From an optimization exercise on the open Yosys and OpenROAD flow, aimed at small area; shortcuts taken in it are not production practice. Function was checked by simulation only, so behaviour that the tests miss may differ from the original. The clock cells of runs 4 and 5 come from the design's own scripts or RTL, not from TritonCTS. The flow treats the clock pin as an ideal source. Dropping or thinning the clock tree relies on that and would not hold on a real chip. Power figures rest on the tool's default switching activity, not on a simulated workload.

`flow/design.v`:
```
module cajero(
  Clk, Reset, PIN, TARJETA_RECIBIDA, TIPO_TRANS, DIGITO, DIGITO_STB,
  MONTO, MONTO_STB, BALANCE_ACTUALIZADO, ENTREGAR_DINERO, FONDOS_INSUFICIENTES,
  PIN_INCORRECTO, ADVERTENCIA, Bloqueo, TIPO_STB
);
input Clk, Reset, TARJETA_RECIBIDA, TIPO_TRANS, DIGITO_STB, MONTO_STB, TIPO_STB;
input [15:0] PIN;
input [3:0] DIGITO;
input [31:0] MONTO;
output reg BALANCE_ACTUALIZADO, ENTREGAR_DINERO, FONDOS_INSUFICIENTES, PIN_INCORRECTO, ADVERTENCIA, Bloqueo;
reg [2:0] q, nq;
reg [1:0] w, nw;
reg [15:0] dig;            
reg [31:0] r;              
wire [31:0] nr;
wire C     = TARJETA_RECIBIDA;
wire lt4   = ~q[2];                      
wire n4    = q[2] & q[1] & ~q[0];        
wire trans = q[2] & q[0];                
wire lock  = q[2] & ~q[1] & ~q[0];
wire match = (dig == PIN);
wire shift = C & DIGITO_STB & lt4;       
wire ok    = C & n4 & match;             
wire go    = ok & TIPO_STB;              
wire bad   = C & n4 & ~match;            
wire L3    = C & w[1] & ~w[0];           
wire tm    = trans & MONTO_STB;          
wire sub = q[1];             
wire rst = ~Reset;
wire [31:0] p, g;         
wire [32:0] c;
wire ge = c[32];
wire upd = tm & (~q[1] | ge);
wire nupd = ~upd;
assign c[0] = sub;
cj_bit_e b0 (.r(r[0]), .m(MONTO[0]), .sub(sub), .c(c[0]), .upd(upd), .rst(rst), .p(p[0]), .g(g[0]), .nr(nr[0]));
cj_ce k0 (.p(p[0]), .g(g[0]), .c(c[0]), .y(c[1]));
cj_bit_o b1 (.r(r[1]), .m(MONTO[1]), .sub(sub), .nc(c[1]), .upd(upd), .nupd(nupd), .rn(Reset), .p(p[1]), .tq(g[1]), .nr(nr[1]));
cj_co k1 (.p(p[1]), .r(r[1]), .tq(g[1]), .c(c[1]), .y(c[2]));
cj_bit_e b2 (.r(r[2]), .m(MONTO[2]), .sub(sub), .c(c[2]), .upd(upd), .rst(rst), .p(p[2]), .g(g[2]), .nr(nr[2]));
cj_ce k2 (.p(p[2]), .g(g[2]), .c(c[2]), .y(c[3]));
cj_bit_o b3 (.r(r[3]), .m(MONTO[3]), .sub(sub), .nc(c[3]), .upd(upd), .nupd(nupd), .rn(Reset), .p(p[3]), .tq(g[3]), .nr(nr[3]));
cj_co k3 (.p(p[3]), .r(r[3]), .tq(g[3]), .c(c[3]), .y(c[4]));
cj_bit_e b4 (.r(r[4]), .m(MONTO[4]), .sub(sub), .c(c[4]), .upd(upd), .rst(rst), .p(p[4]), .g(g[4]), .nr(nr[4]));
cj_ce k4 (.p(p[4]), .g(g[4]), .c(c[4]), .y(c[5]));
cj_bit_o b5 (.r(r[5]), .m(MONTO[5]), .sub(sub), .nc(c[5]), .upd(upd), .nupd(nupd), .rn(Reset), .p(p[5]), .tq(g[5]), .nr(nr[5]));
cj_co k5 (.p(p[5]), .r(r[5]), .tq(g[5]), .c(c[5]), .y(c[6]));
cj_bit_e b6 (.r(r[6]), .m(MONTO[6]), .sub(sub), .c(c[6]), .upd(upd), .rst(rst), .p(p[6]), .g(g[6]), .nr(nr[6]));
cj_ce k6 (.p(p[6]), .g(g[6]), .c(c[6]), .y(c[7]));
cj_bit_o b7 (.r(r[7]), .m(MONTO[7]), .sub(sub), .nc(c[7]), .upd(upd), .nupd(nupd), .rn(Reset), .p(p[7]), .tq(g[7]), .nr(nr[7]));
cj_co k7 (.p(p[7]), .r(r[7]), .tq(g[7]), .c(c[7]), .y(c[8]));
cj_bit_e b8 (.r(r[8]), .m(MONTO[8]), .sub(sub), .c(c[8]), .upd(upd), .rst(rst), .p(p[8]), .g(g[8]), .nr(nr[8]));
cj_ce k8 (.p(p[8]), .g(g[8]), .c(c[8]), .y(c[9]));
cj_bit_o b9 (.r(r[9]), .m(MONTO[9]), .sub(sub), .nc(c[9]), .upd(upd), .nupd(nupd), .rn(Reset), .p(p[9]), .tq(g[9]), .nr(nr[9]));
cj_co k9 (.p(p[9]), .r(r[9]), .tq(g[9]), .c(c[9]), .y(c[10]));
cj_bit_e b10 (.r(r[10]), .m(MONTO[10]), .sub(sub), .c(c[10]), .upd(upd), .rst(rst), .p(p[10]), .g(g[10]), .nr(nr[10]));
cj_ce k10 (.p(p[10]), .g(g[10]), .c(c[10]), .y(c[11]));
cj_bit_o b11 (.r(r[11]), .m(MONTO[11]), .sub(sub), .nc(c[11]), .upd(upd), .nupd(nupd), .rn(Reset), .p(p[11]), .tq(g[11]), .nr(nr[11]));
cj_co k11 (.p(p[11]), .r(r[11]), .tq(g[11]), .c(c[11]), .y(c[12]));
cj_bit_e b12 (.r(r[12]), .m(MONTO[12]), .sub(sub), .c(c[12]), .upd(upd), .rst(rst), .p(p[12]), .g(g[12]), .nr(nr[12]));
cj_ce k12 (.p(p[12]), .g(g[12]), .c(c[12]), .y(c[13]));
cj_bit_o b13 (.r(r[13]), .m(MONTO[13]), .sub(sub), .nc(c[13]), .upd(upd), .nupd(nupd), .rn(Reset), .p(p[13]), .tq(g[13]), .nr(nr[13]));
cj_co k13 (.p(p[13]), .r(r[13]), .tq(g[13]), .c(c[13]), .y(c[14]));
cj_bit_e b14 (.r(r[14]), .m(MONTO[14]), .sub(sub), .c(c[14]), .upd(upd), .rst(rst), .p(p[14]), .g(g[14]), .nr(nr[14]));
cj_ce k14 (.p(p[14]), .g(g[14]), .c(c[14]), .y(c[15]));
cj_bit_o b15 (.r(r[15]), .m(MONTO[15]), .sub(sub), .nc(c[15]), .upd(upd), .nupd(nupd), .rn(Reset), .p(p[15]), .tq(g[15]), .nr(nr[15]));
wire [8:1] g1;
wire p1;
cj_inv gg1_0 (.a(g[8]), .y(g1[1]));
cj_co gg1_1 (.p(p[9]), .r(r[9]), .tq(g[9]), .c(g1[1]), .y(g1[2]));
cj_ce gg1_2 (.p(p[10]), .g(g[10]), .c(g1[2]), .y(g1[3]));
cj_co gg1_3 (.p(p[11]), .r(r[11]), .tq(g[11]), .c(g1[3]), .y(g1[4]));
cj_ce gg1_4 (.p(p[12]), .g(g[12]), .c(g1[4]), .y(g1[5]));
cj_co gg1_5 (.p(p[13]), .r(r[13]), .tq(g[13]), .c(g1[5]), .y(g1[6]));
cj_ce gg1_6 (.p(p[14]), .g(g[14]), .c(g1[6]), .y(g1[7]));
cj_co gg1_7 (.p(p[15]), .r(r[15]), .tq(g[15]), .c(g1[7]), .y(g1[8]));
cj_and8 pp1 (.a(p[15:8]), .y(p1));
cj_skip sk1 (.s(p1), .a1(c[8]), .a0(g1[8]), .y(c[16]));
cj_bit_e b16 (.r(r[16]), .m(MONTO[16]), .sub(sub), .c(c[16]), .upd(upd), .rst(rst), .p(p[16]), .g(g[16]), .nr(nr[16]));
cj_ce k16 (.p(p[16]), .g(g[16]), .c(c[16]), .y(c[17]));
cj_bit_o b17 (.r(r[17]), .m(MONTO[17]), .sub(sub), .nc(c[17]), .upd(upd), .nupd(nupd), .rn(Reset), .p(p[17]), .tq(g[17]), .nr(nr[17]));
cj_co k17 (.p(p[17]), .r(r[17]), .tq(g[17]), .c(c[17]), .y(c[18]));
cj_bit_e b18 (.r(r[18]), .m(MONTO[18]), .sub(sub), .c(c[18]), .upd(upd), .rst(rst), .p(p[18]), .g(g[18]), .nr(nr[18]));
cj_ce k18 (.p(p[18]), .g(g[18]), .c(c[18]), .y(c[19]));
cj_bit_o b19 (.r(r[19]), .m(MONTO[19]), .sub(sub), .nc(c[19]), .upd(upd), .nupd(nupd), .rn(Reset), .p(p[19]), .tq(g[19]), .nr(nr[19]));
cj_co k19 (.p(p[19]), .r(r[19]), .tq(g[19]), .c(c[19]), .y(c[20]));
cj_bit_e b20 (.r(r[20]), .m(MONTO[20]), .sub(sub), .c(c[20]), .upd(upd), .rst(rst), .p(p[20]), .g(g[20]), .nr(nr[20]));
cj_ce k20 (.p(p[20]), .g(g[20]), .c(c[20]), .y(c[21]));
cj_bit_o b21 (.r(r[21]), .m(MONTO[21]), .sub(sub), .nc(c[21]), .upd(upd), .nupd(nupd), .rn(Reset), .p(p[21]), .tq(g[21]), .nr(nr[21]));
cj_co k21 (.p(p[21]), .r(r[21]), .tq(g[21]), .c(c[21]), .y(c[22]));
cj_bit_e b22 (.r(r[22]), .m(MONTO[22]), .sub(sub), .c(c[22]), .upd(upd), .rst(rst), .p(p[22]), .g(g[22]), .nr(nr[22]));
cj_ce k22 (.p(p[22]), .g(g[22]), .c(c[22]), .y(c[23]));
cj_bit_o b23 (.r(r[23]), .m(MONTO[23]), .sub(sub), .nc(c[23]), .upd(upd), .nupd(nupd), .rn(Reset), .p(p[23]), .tq(g[23]), .nr(nr[23]));
wire [8:1] g2;
wire p2;
cj_inv gg2_0 (.a(g[16]), .y(g2[1]));
cj_co gg2_1 (.p(p[17]), .r(r[17]), .tq(g[17]), .c(g2[1]), .y(g2[2]));
cj_ce gg2_2 (.p(p[18]), .g(g[18]), .c(g2[2]), .y(g2[3]));
cj_co gg2_3 (.p(p[19]), .r(r[19]), .tq(g[19]), .c(g2[3]), .y(g2[4]));
cj_ce gg2_4 (.p(p[20]), .g(g[20]), .c(g2[4]), .y(g2[5]));
cj_co gg2_5 (.p(p[21]), .r(r[21]), .tq(g[21]), .c(g2[5]), .y(g2[6]));
cj_ce gg2_6 (.p(p[22]), .g(g[22]), .c(g2[6]), .y(g2[7]));
cj_co gg2_7 (.p(p[23]), .r(r[23]), .tq(g[23]), .c(g2[7]), .y(g2[8]));
cj_and8 pp2 (.a(p[23:16]), .y(p2));
cj_skip sk2 (.s(p2), .a1(c[16]), .a0(g2[8]), .y(c[24]));
cj_bit_e b24 (.r(r[24]), .m(MONTO[24]), .sub(sub), .c(c[24]), .upd(upd), .rst(rst), .p(p[24]), .g(g[24]), .nr(nr[24]));
cj_ce k24 (.p(p[24]), .g(g[24]), .c(c[24]), .y(c[25]));
cj_bit_o b25 (.r(r[25]), .m(MONTO[25]), .sub(sub), .nc(c[25]), .upd(upd), .nupd(nupd), .rn(Reset), .p(p[25]), .tq(g[25]), .nr(nr[25]));
cj_co k25 (.p(p[25]), .r(r[25]), .tq(g[25]), .c(c[25]), .y(c[26]));
cj_bit_e b26 (.r(r[26]), .m(MONTO[26]), .sub(sub), .c(c[26]), .upd(upd), .rst(rst), .p(p[26]), .g(g[26]), .nr(nr[26]));
cj_ce k26 (.p(p[26]), .g(g[26]), .c(c[26]), .y(c[27]));
cj_bit_o b27 (.r(r[27]), .m(MONTO[27]), .sub(sub), .nc(c[27]), .upd(upd), .nupd(nupd), .rn(Reset), .p(p[27]), .tq(g[27]), .nr(nr[27]));
cj_co k27 (.p(p[27]), .r(r[27]), .tq(g[27]), .c(c[27]), .y(c[28]));
cj_bit_e b28 (.r(r[28]), .m(MONTO[28]), .sub(sub), .c(c[28]), .upd(upd), .rst(rst), .p(p[28]), .g(g[28]), .nr(nr[28]));
cj_ce k28 (.p(p[28]), .g(g[28]), .c(c[28]), .y(c[29]));
cj_bit_o b29 (.r(r[29]), .m(MONTO[29]), .sub(sub), .nc(c[29]), .upd(upd), .nupd(nupd), .rn(Reset), .p(p[29]), .tq(g[29]), .nr(nr[29]));
cj_co k29 (.p(p[29]), .r(r[29]), .tq(g[29]), .c(c[29]), .y(c[30]));
cj_bit_e b30 (.r(r[30]), .m(MONTO[30]), .sub(sub), .c(c[30]), .upd(upd), .rst(rst), .p(p[30]), .g(g[30]), .nr(nr[30]));
cj_ce k30 (.p(p[30]), .g(g[30]), .c(c[30]), .y(c[31]));
cj_bit_o b31 (.r(r[31]), .m(MONTO[31]), .sub(sub), .nc(c[31]), .upd(upd), .nupd(nupd), .rn(Reset), .p(p[31]), .tq(g[31]), .nr(nr[31]));
wire [8:1] g3;
wire p3;
cj_inv gg3_0 (.a(g[24]), .y(g3[1]));
cj_co gg3_1 (.p(p[25]), .r(r[25]), .tq(g[25]), .c(g3[1]), .y(g3[2]));
cj_ce gg3_2 (.p(p[26]), .g(g[26]), .c(g3[2]), .y(g3[3]));
cj_co gg3_3 (.p(p[27]), .r(r[27]), .tq(g[27]), .c(g3[3]), .y(g3[4]));
cj_ce gg3_4 (.p(p[28]), .g(g[28]), .c(g3[4]), .y(g3[5]));
cj_co gg3_5 (.p(p[29]), .r(r[29]), .tq(g[29]), .c(g3[5]), .y(g3[6]));
cj_ce gg3_6 (.p(p[30]), .g(g[30]), .c(g3[6]), .y(g3[7]));
cj_co gg3_7 (.p(p[31]), .r(r[31]), .tq(g[31]), .c(g3[7]), .y(g3[8]));
cj_and8 pp3 (.a(p[31:24]), .y(p3));
cj_skip sk3 (.s(p3), .a1(c[24]), .a0(g3[8]), .y(c[32]));
always @(posedge Clk)
  if (shift) dig <= {dig[11:0], DIGITO};
always @(*) begin
  BALANCE_ACTUALIZADO = upd;
  ENTREGAR_DINERO = tm & q[1] & ge;
  FONDOS_INSUFICIENTES = tm & q[1] & ~ge;
  PIN_INCORRECTO = bad;
  ADVERTENCIA = C & w[1] & w[0];
  Bloqueo = lock | L3;
end
always @(*) begin
  nq = q; nw = w;
  if (shift) nq = {q[1] & ~q[0], q[1] | q[0], ~q[1]};    
  if (go) nq = {1'b1, TIPO_TRANS, 1'b1};
  if (bad | tm) nq = 3'b000;
  if (ok) nw = 2'b00;
  if (bad) nw = {w[0], ~w[1]};                          
  if (L3) begin
    nq = 3'b100;
    nw = 2'b00;
  end
end
always @(posedge Clk) begin
  if (!Reset) begin
    q <= 3'b000;
    w <= 2'b00;
  end else begin
    q <= nq;
    w <= nw;
  end
  r <= nr;    
end
endmodule
module cj_bit_e(input r, input m, input sub, input c, input upd, input rst,
                output p, output g, output nr);
  wire t = m ^ sub;
  assign p = r ^ t;
  assign g = r & t;
  assign nr = ~rst & (upd ? (p ^ c) : r);
endmodule
module cj_bit_o(input r, input m, input sub, input nc, input upd, input nupd, input rn,
                output p, output tq, output nr);
  assign tq = ~(m ^ sub);
  assign p = ~(r ^ tq);
  assign nr = ~(rn & ~((upd & ~(p ^ nc)) | (nupd & r)));
endmodule
module cj_ce(input p, input g, input c, output y);
  assign y = ~(g | (p & c));
endmodule
module cj_co(input p, input r, input tq, input c, output y);
  assign y = ~((r | tq) & (p | c));
endmodule
module cj_inv(input a, output y);
  assign y = ~a;
endmodule
module cj_skip(input s, input a1, input a0, output y);
  assign y = a0 | (s & a1);
endmodule
module cj_and8(input [7:0] a, output y);
  assign y = a[0] & a[2] & a[4] & a[6] & ~(a[1] | a[3] | a[5] | a[7]);
endmodule
```
`flow/flow/run.sh`:
```
#!/bin/bash
# Own layout flow: the standard ORFS flow with two changes:
#  - synthesis maps the logic with an area-oriented ABC script (flow/abc_area.script),
#  - ports are buffered with sky130_fd_sc_hd__buf_1 instead of the default buffer,
#  - clock tree synthesis uses clkbuf_8 and adds no dummy loads.
# Each tool's output goes to the ORFS logs under orfs/logs; make's own output to make_*.log.
set -euo pipefail
work=$(pwd)
rm -rf "$work/scripts_area"
cp -r "$FLOW_HOME/scripts" "$work/scripts_area"
cp "$work/flow/abc_area.script" "$work/scripts_area/abc_area.script"
bash standard.sh SCRIPTS_DIR="$work/scripts_area" ABC_AREA=1 \
  "BUFFER_PORTS_ARGS=-buffer_cell sky130_fd_sc_hd__buf_1" \
  "CTS_ARGS=-sink_clustering_enable -repair_clock_nets -dont_use_dummy_load -buf_list sky130_fd_sc_hd__clkbuf_8" \
  finish > "$work/make_finish.log" 2>&1
```
`flow/flow/abc_area.script`:
```
strash
dch
map -a
topo
stime -c
```
`flow/standard.sh`:
```
#!/bin/bash
# synth_recipe.tcl (not shown) runs the flow's synth.tcl, then flattens the netlist and writes it again
# the make line also repeats each setting of config.mk as NAME=value (left out here)
make -C /OpenROAD-flow-scripts/flow DESIGN_CONFIG=/design/flow/config.mk WORK_HOME=/design/flow/orfs CLKGATE_MAP_FILE= SYNTH_SCRIPT=/design/flow/synth_recipe.tcl "${@:-finish}"
```
`flow/config.mk`:
```
export PLATFORM = sky130hd
export DESIGN_NAME = cajero
export DESIGN_NICKNAME = cajero
export VERILOG_FILES = /design/flow/design.v
export SDC_FILE = /design/flow/constraint.sdc
export NUM_CORES = 4
export LEC_CHECK = 0
export CAP_MARGIN = 20
export CORE_MARGIN = 2
export CORE_UTILIZATION = 40
export SLEW_MARGIN = 20
export SYNTH_HIERARCHICAL = 1
export SYNTH_MINIMUM_KEEP_SIZE = 0
```
`flow/constraint.sdc`:
```
create_clock -name core_clock -period 6.0 [get_ports {Clk}]
set_input_delay 1.2000 -clock core_clock [delete_from_list [all_inputs] [get_ports {Clk}]]
set_output_delay 1.2000 -clock core_clock [all_outputs]
set_load 0.01 [all_outputs]
```
==> results of run 1 <==
-- layout make-up --
cell class	count	area [µm²]	share of cell area, %
multi-input combinational	276	1973	52.69
sequential	53	1222	32.64
timing repair buffer	71	292.8	7.818
tap	102	127.6	3.408
clock buffer	5	68.82	1.838
inverter	16	60.06	1.604
-- worst min path at each step --
| stage | start | endpoint | slack, ns |
|---|---|---|---|
| 3_5_place_dp | dig[3]$_DFFE_PP_ | dig[7]$_DFFE_PP_ | 0.45 |
| 6_report | dig[3]$_DFFE_PP_ | dig[7]$_DFFE_PP_ | 0.47 |
| 5_1_grt | dig[6]$_DFFE_PP_ | dig[10]$_DFFE_PP_ | 0.49 |
| 4_1_cts | dig[3]$_DFFE_PP_ | dig[7]$_DFFE_PP_ | 0.47 |
| 2_1_floorplan | dig[3]$_DFFE_PP_ | dig[7]$_DFFE_PP_ | 0.43 |
| 3_3_place_gp | dig[3]$_DFFE_PP_ | dig[7]$_DFFE_PP_ | 0.44 |
-- state kept, by name, summed over array words and instances (netlist names) --
signal / flops
r: 32
dig: 16
w: 2
q: 3
-- layout by cell type (no fill, tap or decap), drive strengths merged --
| master | instances |
|---|---|
| a2111oi | 1 |
| a211oi | 16 |
| a21o | 3 |
| a21oi | 30 |
| a221oi | 1 |
| a22oi | 18 |
| a31oi | 2 |
| and3 | 1 |
| buf | 71 |
| clkbuf | 5 |
| clkinv | 16 |
| dfxtp | 37 |
| edfxtp | 16 |
| ha | 16 |
| nand2 | 23 |
| nand3 | 4 |
| nand4 | 5 |
| nor2 | 21 |
| nor3 | 7 |
| nor3b | 4 |
| nor4 | 1 |
| o211ai | 1 |
| o22ai | 25 |
| o31ai | 1 |
| or2 | 3 |
| xnor2 | 70 |
| xor2 | 23 |
-- power by group through the flow --
| stage | logic, mW | clock network [mW] | registers, mW |
|---|---|---|---|
| CTS | 0.138 | 0.194 | 0.385 |
| floorplan | 0.0961 | 0 | 0.394 |
| global route | 0.153 | 0.208 | 0.386 |
| detailed placement | 0.137 | 0 | 0.393 |
| global placement | 0.135 | 0 | 0.393 |
| finish | 0.137 | 0.185 | 0.385 |
-- per-module statistics from Yosys, one instance, submodules excluded, excerpt --
module	flops+latches	cell area (µm²)	cells
cj_ce	0	5.005	1
cj_bit_e	0	41.29	5
cj_inv	0	3.754	1
cj_and8	0	18.77	3
cajero	53	1607	120
cj_skip	0	8.758	1
-- through the flow --
stage          worst slack (ns)  cells  power, mW
2_1_floorplan            0.1685    345     0.4905
3_5_place_dp             0.4136    518     0.5300
4_1_cts                  0.3929    523     0.7168
5_1_grt                  0.1292    523     0.7466
6_report                 0.4220    523     0.7067
3_3_place_gp             0.4904    518     0.5277
-- routing by layer --
metal	share of wire (%)	vias to the layer above	GRT usage (%)	wire length, µm
met5	0	-	0	0
met1	49	1211	22.07	3449
met3	3.4	8	2.568	239
met2	46	42	26.49	3241
met4	1.5	0	4.589	103
li1	-	1411	-	-
-- cells by family (layout without fill, tap and decap cells) --
| family | count (synthesis) | after routing | synth area share [%] |
|---|---|---|---|
| and+or+nand+nor | 69 | 69 | 9.684 |
| xor gates and xnor gates | 93 | 93 | 25.12 |
| DFF | 53 | 53 | 37.65 |
| AOI/OAI and AO/OA | 98 | 98 | 19.52 |
| adders and majority gates | 16 | 16 | 6.173 |
| buffers and inverters | 16 | 92 | 1.852 |
-- cell usage after synthesis, types with 5 or more instances --
| cell type | instances | area, µm² |
|---|---|---|
| a211oi_1 | 16 | 120.1 |
| edfxtp_1 | 16 | 480.5 |
| clkinv_1 | 16 | 60.06 |
| dfxtp_1 | 37 | 740.7 |
| ha_1 | 16 | 200.2 |
| xnor2_1 | 70 | 613.1 |
| nand2_1 | 23 | 86.33 |
| nor2_1 | 21 | 78.83 |
| o22ai_1 | 25 | 156.4 |
| a22oi_1 | 18 | 135.1 |
| xor2_1 | 23 | 201.4 |
| nor3_1 | 7 | 35.03 |
| a21oi_1 | 30 | 150.1 |
| nand4_1 | 5 | 31.28 |
==> qor.csv, run 1 <==
metric,value,unit
crit_family,compound AO/OA/AOI/OAI gates,
finalClockSkew,0.02706,ns
max-vdd-ir-drop,0.08126,mV
power.density,188.7,nW/µm²
max_cap_violations,0,
pin_count,65,
clockRootBuffer,clkbuf_8,
h-tree-depth,2,
vias,2672,
endpoint,FONDOS_INSUFICIENTES,
path_depth,16,
route.detailed.drc,0,
clk_latency,0.31,ns
min_period,5.578,ns
hold_path_depth,0,
r2r_slack,1.38,ns
grt_pass1_wl,11.36,mm
cts_buffers,5,
status,"complete, no violations",
gp_congestion,0.7701,
crit_path_end_kind,primary output,
clkTransAtPathRegs,0.07,ns
max_freq,179.3,MHz
wl_per_cell,13.45,µm
ys_seq_area_share,37.65,%
critPathLaunchType,input pin,
fp.dieH,94.05,µm
fillCellCount,777,
fin_setup_tns,0,ns
rows,32,
syn_area,3243,µm²
cp.arrival,4.38,ns
cts_sinks,53,
yosys_warnings,7,
finalCritPeriodShare,92.97,%
die_width,94.05,µm
ys_dominant_reg_cell,dfxtp_1,
cts_buffer_depth,2,
via_per_inst,5.109,
synth_edf_count,16,
yosys_register_bits,53,
hold_viol,0,
final_cell_area,3745,µm²
fp.dieArea,8844,µm²
area_growth,15.47,%
critPathBufInv,2,
finalMaxSlewViolations,0,
intPower,516.6,µW
drtIter0Drc,82,
post_cts_buffers,0,
antenna_cells,0,
drt_wl_total,7.033,mm
cts_resized,0,
synth_nets,420,
syn_inst,345,
synth.distinct_cells,25,
startpoint,MONTO[0],
synthArstFlopShare,0,%
cp_max_fo,3,
slew_headroom,55.52,%
rr_worst_depth,22,
cts_tree,yes,
timing.rr.start,q[1]$_SDFFE_PP0P_,
final_core_util,47.96,%
ant_nets,0,
drive_gt1_share,4.988,%
grt_pass1_vias,2519,
fin_nets,498,
worst_slew_pin_slew,0.6503,ns
dp_hpwl,5.293,mm
grt_max_degree,27,
r2r-end,r[31]$_DFF_P_,
overflow,0,
io_buffers,64,
dr.pass1.iters,4,
post_dp_cell_area,3676,µm²
clockPowerShare,26.2,%
p_sw_share,26.90,%
seqPwrFrac,54.5,%
hp-class,flop to flop,
ctsHoldBuffers,0,
cp.required,4.80,ns
power_switching,190.1,µW
finalSetupViolCount,0,
antenna_found_initial,0,
crit_type,input pin to primary output,
rsz0062_at_grt,no,
grt_use_total,16.18,%
combPwrFrac,19.3,%
worst_path_max_delay_cell,ha_1,
cp_slowest_stage_delay,0.30,ns
cp_cell_sequence,buf_1 > xor2_1 > ha_1 > a21oi_1 > o22ai_1 > a21oi_1 > o22ai_1 > a21oi_1 > o22ai_1 > a21oi_1 > o22ai_1 > a21o_2 > a21o_2 > a21o_2 > nor3_1 > buf_1,
holdWs,0.4704,ns
core-area,7807,µm²
avgSynthCellArea,9.400,µm²
start_util,41.54,%
p_leak,1.282,nW
==> run 2, diff against run 1 <==
--- a/flow/config.mk
+++ b/flow/config.mk
@@ -9,4 +9,5 @@
 export CORE_MARGIN = 2
 export CORE_UTILIZATION = 40
+export GPL_TIMING_DRIVEN = 0
 export SLEW_MARGIN = 20
 export SYNTH_HIERARCHICAL = 1
==> qor.csv, run 2 <==
metric,value,unit,change
status,"complete, no violations",,unchanged
crit_family,compound AO/OA/AOI/OAI gates,,unchanged
drtIter0Drc,87,,was 82
drt_wl_total,6.832,mm,was 7.033 mm
yosys_warnings,7,,unchanged
die_width,94.05,µm,unchanged
yosys_register_bits,53,,unchanged
synth_area_leaders,"dfxtp_1, xnor2_1, edfxtp_1, xor2_1, ha_1",,unchanged
timing.rr.start,q[1]$_SDFFE_PP0P_,,unchanged
cts_buffers,5,,unchanged
synthArstFlopShare,0,%,unchanged
core-area,7807,µm²,unchanged
ant_nets,0,,unchanged
yosysTopAreaCellShare,22.84,%,unchanged
rows,32,,unchanged
cts_sinks,53,,unchanged
path_depth,18,,was 16
endpoint,BALANCE_ACTUALIZADO,,was FONDOS_INSUFICIENTES
avgSynthCellArea,9.400,µm²,unchanged
cp.arrival,4.50,ns,was 4.38 ns
regMostFlops,r,,unchanged
cts_tree,yes,,unchanged
max_cap_violations,0,,unchanged
rr_worst_depth,22,,unchanged
io_buffers,64,,unchanged
grt_pass1_vias,2468,,was 2519
wl_per_cell,13.16,µm,was 13.45 µm
pin_count,65,,unchanged
power.density,186.9,nW/µm²,was 188.7 nW/µm²
h-tree-depth,2,,unchanged
worst_path_max_delay_cell,ha_1,,unchanged
ctsHoldBuffers,0,,unchanged
via_per_inst,5.214,,was 5.109
critPathBufInv,4,,was 2
max_freq,175.3,MHz,was 179.3 MHz
largestRegisters,"r (32), dig (16), q (3)",,unchanged
cp_slowest_stage_delay,0.34,ns,was 0.30 ns
drive_gt1_share,5.036,%,was 4.988%
start_util,41.54,%,unchanged
synth.most_common_cell,xnor2_1,,unchanged
route.detailed.drc,0,,unchanged
finalMaxSlewViolations,0,,unchanged
synth_nets,420,,unchanged
antenna_cells,0,,unchanged
gp_congestion,0.7950,,was 0.7701
clk_latency,0.30,ns,was 0.31 ns
layout_common_cells,"xnor2_1, buf_1, dfxtp_1, a21oi_1",,"was xnor2_1, buf_1, dfxtp_1, a21oi_1, o22ai_1"
hp-class,flop to flop,,unchanged
p_leak,1.271,nW,was 1.282 nW
cp_max_fo,29,,was 3
overflow,0,,unchanged
synth_edf_count,16,,unchanged
syn_area,3243,µm²,unchanged
ys_seq_area_share,37.65,%,unchanged
clkTransAtPathRegs,0.09,ns,was 0.07 ns
largest_reg_flops,32,,unchanged
final_common_cell,xnor2_1,,unchanged
min_period,5.704,ns,was 5.578 ns
rsz0062_at_grt,no,,unchanged
grt_busiest_layer,met2,,unchanged
max-vdd-ir-drop,0.09293,mV,was 0.08126 mV
slew_headroom,44.49,%,was 55.52%
grt_use_total,15.56,%,was 16.18%
cts_buffer_depth,2,,unchanged
startpoint,MONTO[0],,unchanged
cp.required,4.80,ns,about the same
grt_use_met2,25.60,%,was 26.49%
cp_cell_sequence,buf_1 > xor2_1 > ha_1 > a21oi_1 > o22ai_2 > a21oi_2 > o22ai_1 > a21oi_1 > o22ai_1 > a21oi_2 > o22ai_2 > a21o_2 > a21o_2 > a21o_2 > clkinv_1 > a21oi_4 > buf_16 > buf_1,,was buf_1 > xor2_1 > ha_1 > a21oi_1 > o22ai_1 > a21oi_1 > o22ai_1 > a21oi_1 > o22ai_1 > a21oi_1 > o22ai_1 > a21o_2 > a21o_2 > a21o_2 > nor3_1 > buf_1
cp_common_cell,a21o_2,,
finalCritPeriodShare,95.06,%,was 92.97%
p_total,702.5,µW,was 706.7 µW
area_growth,15.89,%,was 15.47%
r2r-end,r[31]$_DFF_P_,,unchanged
clockRootBuffer,clkbuf_8,,unchanged
syn_inst,345,,unchanged
critPathLaunchType,input pin,,unchanged
grt_max_degree,41,,was 27
dr.pass1.iters,4,,unchanged
finalSetupViolCount,0,,unchanged
hold_viol,0,,unchanged
dp_hpwl,4.864,mm,was 5.293 mm
grt_pass1_wl,11.08,mm,was 11.36 mm
fp.dieH,94.05,µm,unchanged
final_cell_area,3759,µm²,was 3745 µm²
post_dp_cell_area,3651,µm²,was 3676 µm²
grtUsageMet3,2.568,%,unchanged
r2r_slack,0.96,ns,was 1.38 ns
antenna_found_initial,0,,unchanged
synth_commonest_cells,"xnor2_1, dfxtp_1, a21oi_1, o22ai_1",,unchanged
synth_area_leader_cell,dfxtp_1,,unchanged
fin_nets,494,,was 498
crit_type,input pin to primary output,,unchanged
synth.distinct_cells,25,,unchanged
finalClockSkew,0.009178,ns,was 0.02706 ns
worst_slew_pin_slew,0.8327,ns,was 0.6503 ns
grt_use_met1,21.23,%,was 22.07%
fp.dieArea,8844,µm²,unchanged
ys_dominant_reg_cell,dfxtp_1,,unchanged
vias,2706,,was 2672
crit_path_end_kind,primary output,,unchanged
==> run 2: Yosys stat by module (local to each module, per instance), a selection <==
| module | times used | flip-flops and latches | cell area, µm² | cells |
|---|---|---|---|---|
| cajero | 1 | 53 | 1607 | 120 |
| cj_bit_o | 16 | 0 | 37.54 | 5 |
| cj_and8 | 3 | 0 | 18.77 | 3 |
| cj_co | 25 | 0 | 6.256 | 1 |
| cj_ce | 25 | 0 | 5.005 | 1 |
| cj_inv | 3 | 0 | 3.754 | 1 |
==> run 2: worst min path at each step <==
| stage | start | endpoint | slack (ns) | cells after the start |
|---|---|---|---|---|
| 5_1_grt | dig[3]$_DFFE_PP_ | dig[7]$_DFFE_PP_ | 0.48 | 0 |
| 3_5_place_dp | dig[3]$_DFFE_PP_ | dig[7]$_DFFE_PP_ | 0.44 | 0 |
| 6_report | dig[3]$_DFFE_PP_ | dig[7]$_DFFE_PP_ | 0.46 | 0 |
| 2_1_floorplan | dig[3]$_DFFE_PP_ | dig[7]$_DFFE_PP_ | 0.43 | 0 |
| 4_1_cts | dig[3]$_DFFE_PP_ | dig[7]$_DFFE_PP_ | 0.46 | 0 |
| 3_3_place_gp | dig[3]$_DFFE_PP_ | dig[7]$_DFFE_PP_ | 0.44 | 0 |
==> run 2: area by class of cell <==
| cell class | count | area [µm²] |
|---|---|---|
| Inverter | 16 | 60.06 |
| Clock buffer | 5 | 68.82 |
| Timing Repair Buffer | 66 | 275.3 |
| Multi-Input combinational cell | 277 | 2002 |
| Fill cell | 814 | 4049 |
| Tap cell | 102 | 127.6 |
| Sequential cell | 53 | 1225 |
==> run 2: cell families (layout without fill, tap and decap cells) <==
logic type | after synthesis | in the layout | share of synthesized area [%]
xor gates and xnor gates | 93 | 93 | 25.12
buffers and inverters | 16 | 87 | 1.852
DFF | 53 | 53 | 37.65
and+or+nand+nor | 69 | 69 | 9.684
AOI/OAI and AO/OA | 98 | 99 | 19.52
adders and majority gates | 16 | 16 | 6.173
==> run 2: power by group <==
group,internal (mW),total [mW],switching [mW]
clock network,0.0756,0.182,0.107
logic,0.0619,0.132,0.0703
registers,0.378,0.388,0.00995
total,0.516,0.702,0.187
==> run 2: per-layer routing <==
| metal | wire length [µm] | vias up | part of all wire (%) |
|---|---|---|---|
| met5 | 0 | - | 0 |
| met4 | 52 | 0 | 0.76 |
| met3 | 284 | 4 | 4.2 |
| met2 | 3173 | 46 | 46 |
| met1 | 3322 | 1248 | 49 |
| li1 | - | 1408 | - |
==> run 2: repair_timing <==
| action | CTS | global route |
|---|---|---|
| pin swaps | 1 | 0 |
| buffers inserted | 1 | 0 |
| endpoints found under the hold margin | 0 | 0 |
| gates resized for setup | 1 | 4 |
| gates cloned | 1 | 0 |
| endpoints found under the setup margin | 1 | 1 |
==> run 2: metrics by stage <==
stage	instances	setup WS, ns	utilization (%)	TNS [ns]	hold slack [ns]
after CTS	519	0.1058	47.88	0	0.4649
after global routing	519	0.08189	48.14	0	0.4833
after floorplan	345	0.1685	-	0	0.4349
after detailed placement	512	-0.2442	46.76	-0.2442	0.4413
final	519	0.2964	48.14	0	0.4630
after global placement	511	-1.429	46.31	-23.70	0.4400
==> run 3, diff against run 2 <==
--- a/flow/design.v
+++ b/flow/design.v
@@ -187,5 +187,5 @@
 endmodule
 module cj_skip(input s, input a1, input a0, output y);
-  assign y = a0 | (s & a1);
+  assign y = s ? a1 : a0;
 endmodule
 module cj_and8(input [7:0] a, output y);
--- a/flow/config.mk
+++ b/flow/config.mk
@@ -9,5 +9,4 @@
 export CORE_MARGIN = 2
 export CORE_UTILIZATION = 40
-export GPL_TIMING_DRIVEN = 0
 export SLEW_MARGIN = 20
 export SYNTH_HIERARCHICAL = 1
==> qor.csv, run 3 <==
metric,value,unit,change
status,"complete, no violations",,unchanged
pin_count,65,,unchanged
clkTransAtPathRegs,0.09,ns,about the same
clockRootBuffer,clkbuf_8,,unchanged
synth_nets,420,,unchanged
wl_per_cell,13.17,µm,was 13.16 µm
hold_viol,0,,unchanged
intPower,516.4,µW,was 515.7 µW
synth_edf_count,16,,unchanged
cp_common_cell,o22ai_1,,was a21o_2
drtIter0Drc,81,,was 87
vias,2638,,was 2706
power.density,188.1,nW/µm²,was 186.9 nW/µm²
cts_buffers,5,,unchanged
synth_area_leaders,"dfxtp_1, xnor2_1, edfxtp_1, xor2_1, ha_1",,unchanged
cp.arrival,4.49,ns,was 4.50 ns
finalCritPeriodShare,94.88,%,was 95.06%
grt_pass1_wl,11.39,mm,was 11.08 mm
rsz0062_at_grt,no,,unchanged
max-vdd-ir-drop,0.08704,mV,was 0.09293 mV
worst_path_max_delay_cell,mux2_2,,was ha_1
yosys_register_bits,53,,unchanged
grt_use_total,16.06,%,was 15.56%
ys_seq_area_share,37.57,%,was 37.65%
clockPowerShare,26.0,%,was 25.9%
final_common_cell,xnor2_1,,unchanged
hp-class,flop to flop,,unchanged
antenna_cells,0,,unchanged
combPwrFrac,19.3,%,was 18.8%
syn_area,3251,µm²,was 3243 µm²
worst_slack,0.3074,ns,was 0.2964 ns
critPathLaunchType,input pin,,unchanged
grt_max_degree,50,,was 41
max_cap_violations,0,,unchanged
largest_reg_flops,32,,unchanged
grt_pass1_vias,2520,,was 2468
min_period,5.693,ns,was 5.704 ns
start_util,41.63,%,was 41.54%
finalMaxSlewViolations,0,,unchanged
dr.pass1.iters,6,,was 4
finalClockSkew,0.02096,ns,was 0.009178 ns
worst_slew_pin_slew,0.6450,ns,was 0.8327 ns
fillCellCount,784,,was 814
drive_gt1_share,5.012,%,was 5.036%
fp.dieArea,8863,µm²,was 8844 µm²
yosysTopAreaCellShare,22.79,%,was 22.84%
drt_wl_total,6.860,mm,was 6.832 mm
layout_common_cells,"xnor2_1, buf_1, dfxtp_1, a21oi_1, o22ai_1",,"was xnor2_1, buf_1, dfxtp_1, a21oi_1"
overflow,0,,unchanged
dp_hpwl,5.065,mm,was 4.864 mm
cp.required,4.80,ns,about the same
ys_dominant_reg_cell,dfxtp_1,,unchanged
die_width,94.15,µm,was 94.05 µm
final_core_util,47.96,%,was 48.14%
finalSetupViolCount,0,,unchanged
post_dp_cell_area,3669,µm²,was 3651 µm²
ctsHoldBuffers,0,,unchanged
io_buffers,64,,unchanged
rr_worst_depth,22,,unchanged
finalNonFillerCells,521,,was 519
gp_congestion,0.7720,,was 0.7950
synth_commonest_cells,"xnor2_1, dfxtp_1, a21oi_1, o22ai_1",,unchanged
cts_buffer_depth,2,,unchanged
avgSynthCellArea,9.422,µm²,was 9.400 µm²
max_freq,175.7,MHz,was 175.3 MHz
crit_path_end_kind,primary output,,unchanged
crit_type,input pin to primary output,,unchanged
seqPwrFrac,54.7,%,was 55.2%
regMostFlops,r,,unchanged
p_leak,1.264,nW,was 1.271 nW
route.detailed.drc,0,,unchanged
dp_cells,516,,was 512
cts_sinks,53,,unchanged
clk_latency,0.30,ns,about the same
ant_nets,0,,unchanged
dp_slack,0.1867,ns,was -0.2442 ns
cp_max_fo,3,,was 29
via_per_inst,5.063,,was 5.214
synthArstFlopShare,0,%,unchanged
largestRegisters,"r (32), dig (16), q (3)",,unchanged
core-area,7807,µm²,unchanged
hold_path_depth,0,,unchanged
synth.most_common_cell,xnor2_1,,unchanged
cp_cell_sequence,buf_1 > xor2_1 > ha_1 > a21oi_1 > o22ai_1 > a21oi_2 > o22ai_1 > a21oi_1 > o22ai_1 > a21oi_2 > o22ai_1 > mux2_2 > mux2_2 > mux2_2 > nor3_1 > buf_1,,was buf_1 > xor2_1 > ha_1 > a21oi_1 > o22ai_2 > a21oi_2 > o22ai_1 > a21oi_1 > o22ai_1 > a21oi_2 > o22ai_2 > a21o_2 > a21o_2 > a21o_2 > clkinv_1 > a21oi_4 > buf_16 > buf_1
syn_inst,345,,unchanged
cts_resized,0,,was 1
area_growth,15.20,%,was 15.89%
cts_tree,yes,,unchanged
p_sw_share,26.68,%,was 26.59%
rows,32,,unchanged
slew_headroom,56.74,%,was 44.49%
synth.distinct_cells,25,,unchanged
cp_slowest_stage_delay,0.33,ns,was 0.34 ns
fin_setup_tns,0,ns,unchanged
fin_nets,496,,was 494
fp.dieH,94.15,µm,was 94.05 µm
power_switching,187.9,µW,was 186.8 µW
h-tree-depth,2,,unchanged
final_cell_area,3745,µm²,was 3759 µm²
synth_area_leader_cell,dfxtp_1,,unchanged
post_cts_buffers,0,,was 1
yosys_warnings,7,,unchanged
antenna_found_initial,0,,unchanged
-- run 3: per-stage QoR --
step / total power [mW] / hold WS, ns
3_5_place_dp: 0.5286 / 0.4444
6_report: 0.7043 / 0.4652
2_1_floorplan: 0.4905 / 0.4349
5_1_grt: 0.7427 / 0.4834
3_3_place_gp: 0.5269 / 0.4397
4_1_cts: 0.7150 / 0.4690
-- run 3: Yosys stat by module (local to each module, per instance) --
module / times used / cells inside / cell area [µm²] / flip-flops and latches
cajero: 1 / 120 / 1607 / 53
cj_and8: 3 / 3 / 18.77 / 0
cj_bit_e: 16 / 5 / 41.29 / 0
cj_bit_o: 16 / 5 / 37.54 / 0
cj_ce: 25 / 1 / 5.005 / 0
cj_co: 25 / 1 / 6.256 / 0
cj_inv: 3 / 1 / 3.754 / 0
cj_skip: 3 / 1 / 11.26 / 0
-- run 3: power by group through the flow --
stage | Sequential, mW | Combinational [mW] | Clock [mW]
after detailed placement | 0.394 | 0.135 | 0
after floorplan | 0.394 | 0.0961 | 0
final | 0.385 | 0.136 | 0.183
after global routing | 0.387 | 0.153 | 0.203
after CTS | 0.385 | 0.136 | 0.194
after global placement | 0.393 | 0.134 | 0
-- run 3: cell families (layout without fill, tap and decap cells) --
| family | after synthesis | count (layout) | share of synthesized area, % |
|---|---|---|---|
| flip-flops | 53 | 53 | 37.57 |
| AO/OA/AOI/OAI | 95 | 95 | 18.67 |
| AND/OR/NAND/NOR | 69 | 69 | 9.662 |
| XOR/XNOR | 93 | 93 | 25.06 |
| multiplexers | 3 | 3 | 1.039 |
| buffers and inverters | 16 | 90 | 1.848 |
| adder cells (fa/ha/maj) | 16 | 16 | 6.159 |
-- run 3: path summary, 6_finish.rpt --
kind / from / endpoint / slack [ns]
min reg2reg: dig[3]$_DFFE_PP_ / dig[7]$_DFFE_PP_ / 0.47
max: MONTO[0] / FONDOS_INSUFICIENTES / 0.31
min: dig[3]$_DFFE_PP_ / dig[7]$_DFFE_PP_ / 0.47
max reg2reg: q[1]$_SDFFE_PP0P_ / r[31]$_DFF_P_ / 1.19
-- run 3: layout make-up --
type | instances | area [µm²] | share of cell area, %
Sequential cell | 53 | 1222 | 32.64
Timing Repair Buffer | 69 | 277.8 | 7.417
Multi-Input combinational cell | 276 | 1988 | 53.09
Clock buffer | 5 | 68.82 | 1.838
Tap cell | 102 | 127.6 | 3.408
Inverter | 16 | 60.06 | 1.604
-- run 3: layer usage --
layer	global-route usage [%]	up-vias	wire length, µm
li1	-	1403	-
met1	21.04	1184	3030
met2	27.02	45	3469
met3	2.809	6	274
met4	4.710	0	85
met5	0	-	0
-- run 3: worst max-delay path: cells and delay by family --
family	cells	cell delay (ns)
buf+inv	2	0.28
mux	3	0.93
simple gates	1	0.18
compound gates	8	1.46
xor+xnor	1	0.13
fa+ha+maj	1	0.31
==> run 4, diff against run 3 <==
--- a/flow/design.v
+++ b/flow/design.v
@@ -187,5 +187,5 @@
 endmodule
 module cj_skip(input s, input a1, input a0, output y);
-  assign y = s ? a1 : a0;
+  assign y = a0 | (s & a1);
 endmodule
 module cj_and8(input [7:0] a, output y);
==> flow/flow/run.sh (replaced) <==
#!/bin/bash
# Own layout flow: the standard ORFS flow with two changes:
#  - synthesis maps the logic with an area-oriented ABC script (flow/abc_area.script),
#  - ports are buffered with sky130_fd_sc_hd__buf_1 instead of the default buffer,
#  - the clock tree is four clkbuf_8 driven by the clock port (flow/my_cts.tcl).
# Each tool's output goes to the ORFS logs under orfs/logs; make's own output to make_*.log.
set -euo pipefail
work=$(pwd)
rm -rf "$work/scripts_area"
cp -r "$FLOW_HOME/scripts" "$work/scripts_area"
cp "$work/flow/abc_area.script" "$work/scripts_area/abc_area.script"
# clock tree: the clock port drives four clkbuf_8, one per cluster of flip-flops
cp "$work/flow/my_cts.tcl" "$work/scripts_area/my_cts.tcl"
sed -i 's|^log_cmd clock_tree_synthesis {\*}\$cts_args$|source $::env(SCRIPTS_DIR)/my_cts.tcl\nmy_cts 4 sky130_fd_sc_hd__clkbuf_8\nset_propagated_clock [all_clocks]|' "$work/scripts_area/cts.tcl"
grep -q "^my_cts 4" "$work/scripts_area/cts.tcl"
bash standard.sh SCRIPTS_DIR="$work/scripts_area" ABC_AREA=1 \
  "BUFFER_PORTS_ARGS=-buffer_cell sky130_fd_sc_hd__buf_1" \
  finish > "$work/make_finish.log" 2>&1
==> flow/flow/my_cts.tcl (new file) <==
# Clock tree: the clock port drives NLEAF clock buffers directly, each driving
# the flip-flops of one cluster (clusters from k-means on the flip-flop locations).
proc my_cts { nleaf buf } {
  set block [ord::get_db_block]
  set pins {}
  set pts {}
  foreach p [get_pins -of_objects [get_nets Clk]] {
    if { [get_property $p direction] != "input" } { continue }
    set inst [[sta::sta_to_db_pin $p] getInst]
    set bb [$inst getBBox]
    lappend pins $p
    lappend pts [list [expr ([$bb xMin] + [$bb xMax]) / 2.0] [expr ([$bb yMin] + [$bb yMax]) / 2.0]]
  }
  set n [llength $pins]
  # initial centers: spread along sorted x+y
  set order [lsort -real -indices [lmap pt $pts { expr [lindex $pt 0] + [lindex $pt 1] }]]
  set centers {}
  for { set k 0 } { $k < $nleaf } { incr k } {
    lappend centers [lindex $pts [lindex $order [expr int(($k + 0.5) * $n / $nleaf)]]]
  }
  for { set it 0 } { $it < 50 } { incr it } {
    set asg {}
    foreach pt $pts {
      set best 0; set bd 1e30
      for { set k 0 } { $k < $nleaf } { incr k } {
        set c [lindex $centers $k]
        set d [expr abs([lindex $pt 0] - [lindex $c 0]) + abs([lindex $pt 1] - [lindex $c 1])]
        if { $d < $bd } { set bd $d; set best $k }
      }
      lappend asg $best
    }
    set nc {}
    for { set k 0 } { $k < $nleaf } { incr k } {
      set sx 0; set sy 0; set cnt 0
      foreach pt $pts a $asg { if { $a == $k } { set sx [expr $sx + [lindex $pt 0]]; set sy [expr $sy + [lindex $pt 1]]; incr cnt } }
      if { $cnt > 0 } { lappend nc [list [expr $sx / $cnt] [expr $sy / $cnt]] } else { lappend nc [lindex $centers $k] }
    }
    set centers $nc
  }
  set dbu [$block getDbUnitsPerMicron]
  for { set k 0 } { $k < $nleaf } { incr k } {
    set grp {}
    foreach p $pins a $asg { if { $a == $k } { lappend grp $p } }
    if { [llength $grp] == 0 } { continue }
    set c [lindex $centers $k]
    puts "clock cluster $k: [llength $grp] flip-flops at [expr [lindex $c 0] / $dbu] [expr [lindex $c 1] / $dbu]"
    insert_buffer -buffer_cell $buf -net Clk -load_pins $grp \
      -location [list [expr [lindex $c 0] / $dbu] [expr [lindex $c 1] / $dbu]] \
      -buffer_name clkbuf_leaf_$k -net_name clknet_leaf_$k
  }
}
==> qor.csv, run 4 <==
metric,value,unit,change
max_freq,178.9,MHz,was 175.7 MHz
synth_commonest_cells,"xnor2_1, dfxtp_1, a21oi_1, o22ai_1",,unchanged
finalSetupViolCount,0,,unchanged
ant_nets,0,,unchanged
grt_max_degree,27,,was 50
final_core_util,47.79,%,was 47.96%
grt_use_total,15.32,%,was 16.06%
worstHoldStart,dig[3]$_DFFE_PP_,,unchanged
finalClockSkew,0.02066,ns,was 0.02096 ns
syn_area,3243,µm²,was 3251 µm²
clk_latency,0.16,ns,was 0.30 ns
drt_wl_total,6.983,mm,was 6.860 mm
ys_seq_area_share,37.65,%,was 37.57%
min_period,5.589,ns,was 5.693 ns
synth.distinct_cells,25,,unchanged
cts_resized,0,,unchanged
yosys_register_bits,53,,unchanged
yosysTopAreaCellShare,22.84,%,was 22.79%
timing.rr.start,q[1]$_SDFFE_PP0P_,,unchanged
antenna_found_initial,0,,unchanged
finalCritPeriodShare,93.15,%,was 94.88%
io_buffers,64,,unchanged
antenna_cells,0,,unchanged
fin_nets,497,,was 496
rows,32,,unchanged
yosys_warnings,7,,unchanged
hold_viol,0,,unchanged
wl_per_cell,13.38,µm,was 13.17 µm
start_util,41.54,%,was 41.63%
gp_congestion,0.7701,,was 0.7720
ys_dominant_reg_cell,dfxtp_1,,unchanged
slew_headroom,56.76,%,was 56.74%
largest_reg_flops,32,,unchanged
synth.most_common_cell,xnor2_1,,unchanged
fp.dieArea,8844,µm²,was 8863 µm²
status,"complete, no violations",,unchanged
via_per_inst,5.086,,was 5.063
synth_nets,420,,unchanged
p_total,676.8,µW,was 704.3 µW
r2r-end,r[31]$_DFF_P_,,unchanged
syn_inst,345,,unchanged
grt_pass1_wl,11.21,mm,was 11.39 mm
power.density,181.4,nW/µm²,was 188.1 nW/µm²
core-area,7807,µm²,unchanged
grt_pass1_vias,2478,,was 2520
holdWs,0.4672,ns,was 0.4652 ns
synth_area_leaders,"dfxtp_1, xnor2_1, edfxtp_1, xor2_1, ha_1",,unchanged
fin_setup_tns,0,ns,unchanged
max_cap_violations,0,,unchanged
worst_path_max_delay_cell,ha_1,,was mux2_2
overflow,0,,unchanged
critPathLaunchType,input pin,,unchanged
dp_hpwl,5.293,mm,was 5.065 mm
vias,2655,,was 2638
max-vdd-ir-drop,0.07623,mV,was 0.08704 mV
r2r_slack,1.36,ns,was 1.19 ns
synth_edf_count,16,,unchanged
cp.required,4.80,ns,about the same
crit_path_end_kind,primary output,,unchanged
rr_worst_depth,22,,unchanged
rsz0062_at_grt,no,,unchanged
synth_area_leader_cell,dfxtp_1,,unchanged
dr.pass1.iters,4,,was 6
largestRegisters,"r (32), dig (16), q (3)",,unchanged
regMostFlops,r,,unchanged
drtIter0Drc,82,,was 81
fp.dieH,94.05,µm,was 94.15 µm
worst_slew_pin_slew,0.6322,ns,was 0.6450 ns
pin_count,65,,unchanged
die_width,94.05,µm,was 94.15 µm
p_leak,1.274,nW,was 1.264 nW
hp-class,flop to flop,,unchanged
cp.arrival,4.39,ns,was 4.49 ns
finalMaxSlewViolations,0,,unchanged
cp_cell_sequence,buf_1 > xor2_1 > ha_1 > a21oi_1 > o22ai_1 > a21oi_1 > o22ai_1 > a21oi_1 > o22ai_1 > a21oi_1 > o22ai_1 > a21o_2 > a21o_2 > a21o_2 > nor3_1 > buf_1,,was buf_1 > xor2_1 > ha_1 > a21oi_1 > o22ai_1 > a21oi_2 > o22ai_1 > a21oi_1 > o22ai_1 > a21oi_2 > o22ai_1 > mux2_2 > mux2_2 > mux2_2 > nor3_1 > buf_1
cp_max_fo,3,,unchanged
crit_type,input pin to primary output,,unchanged
area_growth,15.05,%,was 15.20%
final_common_cell,xnor2_1,,unchanged
drive_gt1_share,4.762,%,was 5.012%
avgSynthCellArea,9.400,µm²,was 9.422 µm²
cp_slowest_stage_delay,0.30,ns,was 0.33 ns
ctsHoldBuffers,0,,unchanged
post_cts_buffers,0,,unchanged
layout_common_cells,"xnor2_1, buf_1, dfxtp_1, a21oi_1, o22ai_1",,unchanged
synthArstFlopShare,0,%,unchanged
clkTransAtPathRegs,0.07,ns,was 0.09 ns
route.detailed.drc,0,,unchanged
min_to,dig[7]$_DFFE_PP_,,unchanged
hold_path_depth,0,,unchanged
## run 4: cell count changes in the layout (fill, tap and decap cells not counted), sizes merged
| cell | delta |
|---|---|
| a21o | +3 |
| buf | +2 |
| clkbuf | -1 |
| mux2 | -3 |
## run 4: power breakdown
part | total (mW) | internal [mW] | leakage (nW) | switching, mW
clock | 0.155 | 0.0615 | 0.0288 | 0.0940
sequential | 0.385 | 0.379 | 0.449 | 0.00637
combinational | 0.137 | 0.0625 | 0.796 | 0.0740
total | 0.677 | 0.502 | 1.27 | 0.174
## run 4: how the worst max path moves through the flow
stage               cells past startpoint                   end      from
floorplan                              18         r[11]$_DFF_P_  MONTO[0]
global placement                       16  FONDOS_INSUFICIENTES  MONTO[0]
detailed placement                     16  FONDOS_INSUFICIENTES  MONTO[0]
CTS                                    16  FONDOS_INSUFICIENTES  MONTO[0]
global route                           16  FONDOS_INSUFICIENTES  MONTO[0]
finish                                 16  FONDOS_INSUFICIENTES  MONTO[0]
## run 4: layer usage
metal / GRT usage, % / vias up / part of all wire, % / wire (µm)
li1: - / 1408 / - / -
met1: 22.02 / 1205 / 49 / 3434
met2: 26.49 / 37 / 47 / 3268
met3: 0.6421 / 5 / 2.8 / 199
met4: 1.449 / 0 / 1.1 / 80
met5: 0 / - / 0 / 0
## run 4: modules after synthesis (local to each module, per instance)
module,cells,times used
cj_bit_e,5,16
cj_bit_o,5,16
cj_and8,3,3
cj_inv,1,3
cj_co,1,25
cajero,120,1
cj_ce,1,25
cj_skip,1,3
## run 4: logic make-up after synthesis
kind of cell	Yosys count	share of synthesized area [%]
AO/OA/AOI/OAI	98	19.52
XOR/XNOR	93	25.12
adder cells (fa/ha/maj)	16	6.173
buffers and inverters	16	1.852
flip-flops	53	37.65
AND/OR/NAND/NOR	69	9.684
## run 4: critical path: cells and delay by family
family | cells | cell delay, ns
AOI/OAI and AO/OA | 11 | 2.27
buffers and inverters | 2 | 0.26
adders and majority gates | 1 | 0.30
and+or+nand+nor | 1 | 0.22
xor gates and xnor gates | 1 | 0.13
## run 4: stage by stage
stage | area [µm²] | setup slack, ns | cells
floorplan | 3248 | 0.1685 | 345
global placement | 3676 | 0.4904 | 518
detailed placement | 3676 | 0.4136 | 518
CTS | 3731 | 0.3957 | 522
global route | 3731 | 0.1284 | 522
finish | 3731 | 0.4112 | 522
## run 4: area by class of cell, clock buffers not listed
class                      instances  area (µm²)
fill                             780        4076
multi-input combinational        276        1973
inverter                          16       60.06
sequential                        53        1222
timing repair buffer              71       292.8
tap                              102       127.6
==> run 5, diff against run 4 <==
--- a/flow/flow/my_cts.tcl
+++ b/flow/flow/my_cts.tcl
@@ -1,4 +1,5 @@
 # Clock tree: the clock port drives NLEAF clock buffers directly, each driving
-# the flip-flops of one cluster (clusters from k-means on the flip-flop locations).
+# the flip-flops of one cluster (clusters of equal size from k-means on the
+# flip-flop locations).
 proc my_cts { nleaf buf } {
   set block [ord::get_db_block]
@@ -20,13 +21,21 @@
   }
   for { set it 0 } { $it < 50 } { incr it } {
-    set asg {}
-    foreach pt $pts {
-      set best 0; set bd 1e30
+    # balanced assignment: at most cap flip-flops per cluster, nearest first
+    set cap [expr ($n + $nleaf - 1) / $nleaf]
+    set cand {}
+    for { set i 0 } { $i < $n } { incr i } {
+      set pt [lindex $pts $i]
       for { set k 0 } { $k < $nleaf } { incr k } {
         set c [lindex $centers $k]
-        set d [expr abs([lindex $pt 0] - [lindex $c 0]) + abs([lindex $pt 1] - [lindex $c 1])]
-        if { $d < $bd } { set bd $d; set best $k }
+        lappend cand [list [expr abs([lindex $pt 0] - [lindex $c 0]) + abs([lindex $pt 1] - [lindex $c 1])] $i $k]
       }
-      lappend asg $best
+    }
+    set asg [lrepeat $n -1]
+    set fill [lrepeat $nleaf 0]
+    foreach cd [lsort -real -index 0 $cand] {
+      lassign $cd d i k
+      if { [lindex $asg $i] >= 0 || [lindex $fill $k] >= $cap } { continue }
+      lset asg $i $k
+      lset fill $k [expr [lindex $fill $k] + 1]
     }
     set nc {}
==> qor.csv, run 5 <==
metric,value,unit,change
min_period,5.592,ns,was 5.589 ns
syn_area,3243,µm²,unchanged
drt_wl_total,6.972,mm,was 6.983 mm
dp_hpwl,5.293,mm,unchanged
wl_per_cell,13.36,µm,was 13.38 µm
crit_path_end_kind,primary output,,unchanged
critPathLaunchType,input pin,,unchanged
core-area,7807,µm²,unchanged
timing.rr.start,q[1]$_SDFFE_PP0P_,,unchanged
gp_congestion,0.7701,,unchanged
ys_dominant_reg_cell,dfxtp_1,,unchanged
post_cts_buffers,0,,unchanged
cp.arrival,4.39,ns,about the same
rows,32,,unchanged
avgSynthCellArea,9.400,µm²,unchanged
cp_cell_sequence,buf_1 > xor2_1 > ha_1 > a21oi_1 > o22ai_1 > a21oi_1 > o22ai_1 > a21oi_1 > o22ai_1 > a21oi_1 > o22ai_1 > a21o_2 > a21o_2 > a21o_2 > nor3_1 > buf_1,,unchanged
area_growth,15.05,%,unchanged
worst_slew_pin_slew,0.6317,ns,was 0.6322 ns
clk_latency,0.16,ns,about the same
p_leak,1.274,nW,unchanged
synth.distinct_cells,25,,unchanged
grt_max_degree,27,,unchanged
drtIter0Drc,94,,was 82
status,"complete, no violations",,unchanged
synthArstFlopShare,0,%,unchanged
ant_nets,0,,unchanged
synth_area_leader_cell,dfxtp_1,,unchanged
synth.most_common_cell,xnor2_1,,unchanged
r2r_slack,1.38,ns,was 1.36 ns
power.density,181.3,nW/µm²,was 181.4 nW/µm²
cp.required,4.80,ns,about the same
min_to,dig[7]$_DFFE_PP_,,unchanged
antenna_found_initial,0,,unchanged
fp.dieArea,8844,µm²,unchanged
start_util,41.54,%,unchanged
finalSetupViolCount,0,,unchanged
clkTransAtPathRegs,0.07,ns,about the same
route.detailed.drc,0,,unchanged
max-vdd-ir-drop,0.07196,mV,was 0.07623 mV
critPathBufInv,2,,unchanged
hold_path_depth,0,,unchanged
rr_worst_depth,22,,unchanged
ctsHoldBuffers,0,,unchanged
synth_commonest_cells,"xnor2_1, dfxtp_1, a21oi_1, o22ai_1",,unchanged
yosysTopAreaCellShare,22.84,%,unchanged
hp-class,flop to flop,,unchanged
cp_slowest_stage_delay,0.30,ns,about the same
die_width,94.05,µm,unchanged
dr.pass1.iters,4,,unchanged
largestRegisters,"r (32), dig (16), q (3)",,unchanged
cp_max_fo,3,,unchanged
final_common_cell,xnor2_1,,unchanged
vias,2650,,was 2655
crit_family,compound AO/OA/AOI/OAI gates,,unchanged
synth_area_leaders,"dfxtp_1, xnor2_1, edfxtp_1, xor2_1, ha_1",,unchanged
max_cap_violations,0,,unchanged
finalMaxSlewViolations,0,,unchanged
pin_count,65,,unchanged
hold_viol,0,,unchanged
grt_use_total,15.35,%,was 15.32%
rsz0062_at_grt,no,,unchanged
antenna_cells,0,,unchanged
ys_seq_area_share,37.65,%,unchanged
syn_inst,345,,unchanged
finalCritPeriodShare,93.20,%,was 93.15%
drive_gt1_share,4.762,%,unchanged
slew_headroom,56.80,%,was 56.76%
largest_reg_flops,32,,unchanged
layout_common_cells,"xnor2_1, buf_1, dfxtp_1, a21oi_1, o22ai_1",,unchanged
final_cell_area,3731,µm²,unchanged
r2r-end,r[31]$_DFF_P_,,unchanged
fin_setup_tns,0,ns,unchanged
finalClockSkew,0.02291,ns,was 0.02066 ns
regMostFlops,r,,unchanged
max_freq,178.8,MHz,was 178.9 MHz
yosys_register_bits,53,,unchanged
grt_pass1_wl,11.23,mm,was 11.21 mm
worst_path_max_delay_cell,ha_1,,unchanged
post_dp_cell_area,3676,µm²,unchanged
fillCellCount,780,,unchanged
worstHoldStart,dig[3]$_DFFE_PP_,,unchanged
grt_pass1_vias,2479,,was 2478
synth_nets,420,,unchanged
fin_nets,497,,unchanged
crit_type,input pin to primary output,,unchanged
via_per_inst,5.077,,was 5.086
yosys_warnings,7,,unchanged
synth_edf_count,16,,unchanged
io_buffers,64,,unchanged
cts_resized,0,,unchanged
fp.dieH,94.05,µm,unchanged
overflow,0,,unchanged
==> run 5: cell counts after synthesis <==
Identical to the previous run, type by type.
==> run 5: worst reg2reg max path: cells and delay by family (launching register included) <==
kind | cells | cell delay [ns]
AOI/OAI and AO/OA | 18 | 3.53
DFF | 1 | 0.36
adders and majority gates | 1 | 0.30
xor gates and xnor gates | 2 | 0.25
and+or+nand+nor | 1 | 0.07
==> run 5: worst max path at each step <==
| stage | startpoint | endpoint | cells after the start | slack, ns |
|---|---|---|---|---|
| after global routing | MONTO[0] | FONDOS_INSUFICIENTES | 16 | 0.13 |
| after detailed placement | MONTO[0] | FONDOS_INSUFICIENTES | 16 | 0.41 |
| after CTS | MONTO[0] | FONDOS_INSUFICIENTES | 16 | 0.40 |
| after floorplan | MONTO[0] | r[11]$_DFF_P_ | 18 | 0.17 |
| after global placement | MONTO[0] | FONDOS_INSUFICIENTES | 16 | 0.49 |
| final | MONTO[0] | FONDOS_INSUFICIENTES | 16 | 0.41 |
==> run 5: cell type report, clock buffers not listed <==
| class | instances | area, µm² | area share (%) |
|---|---|---|---|
| Inverter | 16 | 60.06 | 1.610 |
| Tap cell | 102 | 127.6 | 3.421 |
| Sequential cell | 53 | 1222 | 32.76 |
| Multi-Input combinational cell | 276 | 1973 | 52.88 |
| Timing Repair Buffer | 71 | 292.8 | 7.847 |
==> run 5: cell families (layout without fill, tap and decap cells) <==
family          Yosys count  after routing  share of synthesized area, %
xor+xnor                 93             93                         25.12
compound gates           98             98                         19.52
buf+inv                  16             91                         1.852
simple gates             69             69                         9.684
fa+ha+maj                16             16                         6.173
flops                    53             53                         37.65
==> run 5: layer usage <==
metal	track usage (%)	up-vias	wire length (µm)
li1	-	1406	-
met1	22.12	1204	3422
met2	26.43	35	3275
met3	0.6421	5	191
met4	1.570	0	82
met5	0	-	0
==> run 5: report_power, final <==
part | total, mW | internal [mW] | switching [mW]
Combinational | 0.137 | 0.0625 | 0.0741
Sequential | 0.385 | 0.379 | 0.00636
Clock | 0.155 | 0.0615 | 0.0935
==> run 5: per-stage QoR <==
step | utilization [%] | setup slack [ns] | hold WS [ns] | cells | power (mW)
finish | 47.79 | 0.4081 | 0.4671 | 522 | 0.6764
global route | 47.79 | 0.1284 | 0.4871 | 522 | 0.7117
CTS | 47.79 | 0.3957 | 0.4688 | 522 | 0.6844
detailed placement | 47.08 | 0.4136 | 0.4502 | 518 | 0.5300
global placement | 47.08 | 0.4904 | 0.4395 | 518 | 0.5277
floorplan | - | 0.1685 | 0.4349 | 345 | 0.4905
==> run 5: Yosys stat by module, one instance, submodules excluded <==
| module | cells inside | cell area [µm²] | copies in the design |
|---|---|---|---|
| cj_and8 | 3 | 18.77 | 3 |
| cj_inv | 1 | 3.754 | 3 |
| cj_skip | 1 | 8.758 | 3 |
| cj_bit_o | 5 | 37.54 | 16 |
| cj_ce | 1 | 5.005 | 25 |
| cj_co | 1 | 6.256 | 25 |
| cj_bit_e | 5 | 41.29 | 16 |
| cajero | 120 | 1607 | 1 |

separate check: timing with driven ports:
The flow's constraints put no driver on any port. The routed layouts listed below were extracted and timed again, unchanged, in two steps.
Step 1 sets driving cells, clkbuf_16 on the clock port and buf_2 on the other inputs (assumed; they add their load-dependent delay and slew).
Step 2 adds t to the input delays and takes it off the output delays; t is the mean of the earliest and latest rising clock arrival at the registers after step 1. Input paths then give back, and output paths get back, about the clock's delay inside the block.
Slacks: ideal ports / drivers / drivers and shift; pairs: ideal ports / drivers.
run	t, ns	slack for setup (ns)	latest minus earliest clock arrival (ns)
run 1	0.332	0.422 / 0.400 / 0.400	0.027 / 0.027
run 2	0.323	0.296 / 0.277 / 0.277	0.009 / 0.009
run 3	0.324	0.307 / 0.288 / 0.288	0.021 / 0.022
run 4	0.204	0.411 / 0.390 / 0.390	0.020 / 0.021
run 5	0.207	0.408 / 0.386 / 0.386	0.024 / 0.023
After both steps every run listed still meets setup and hold.
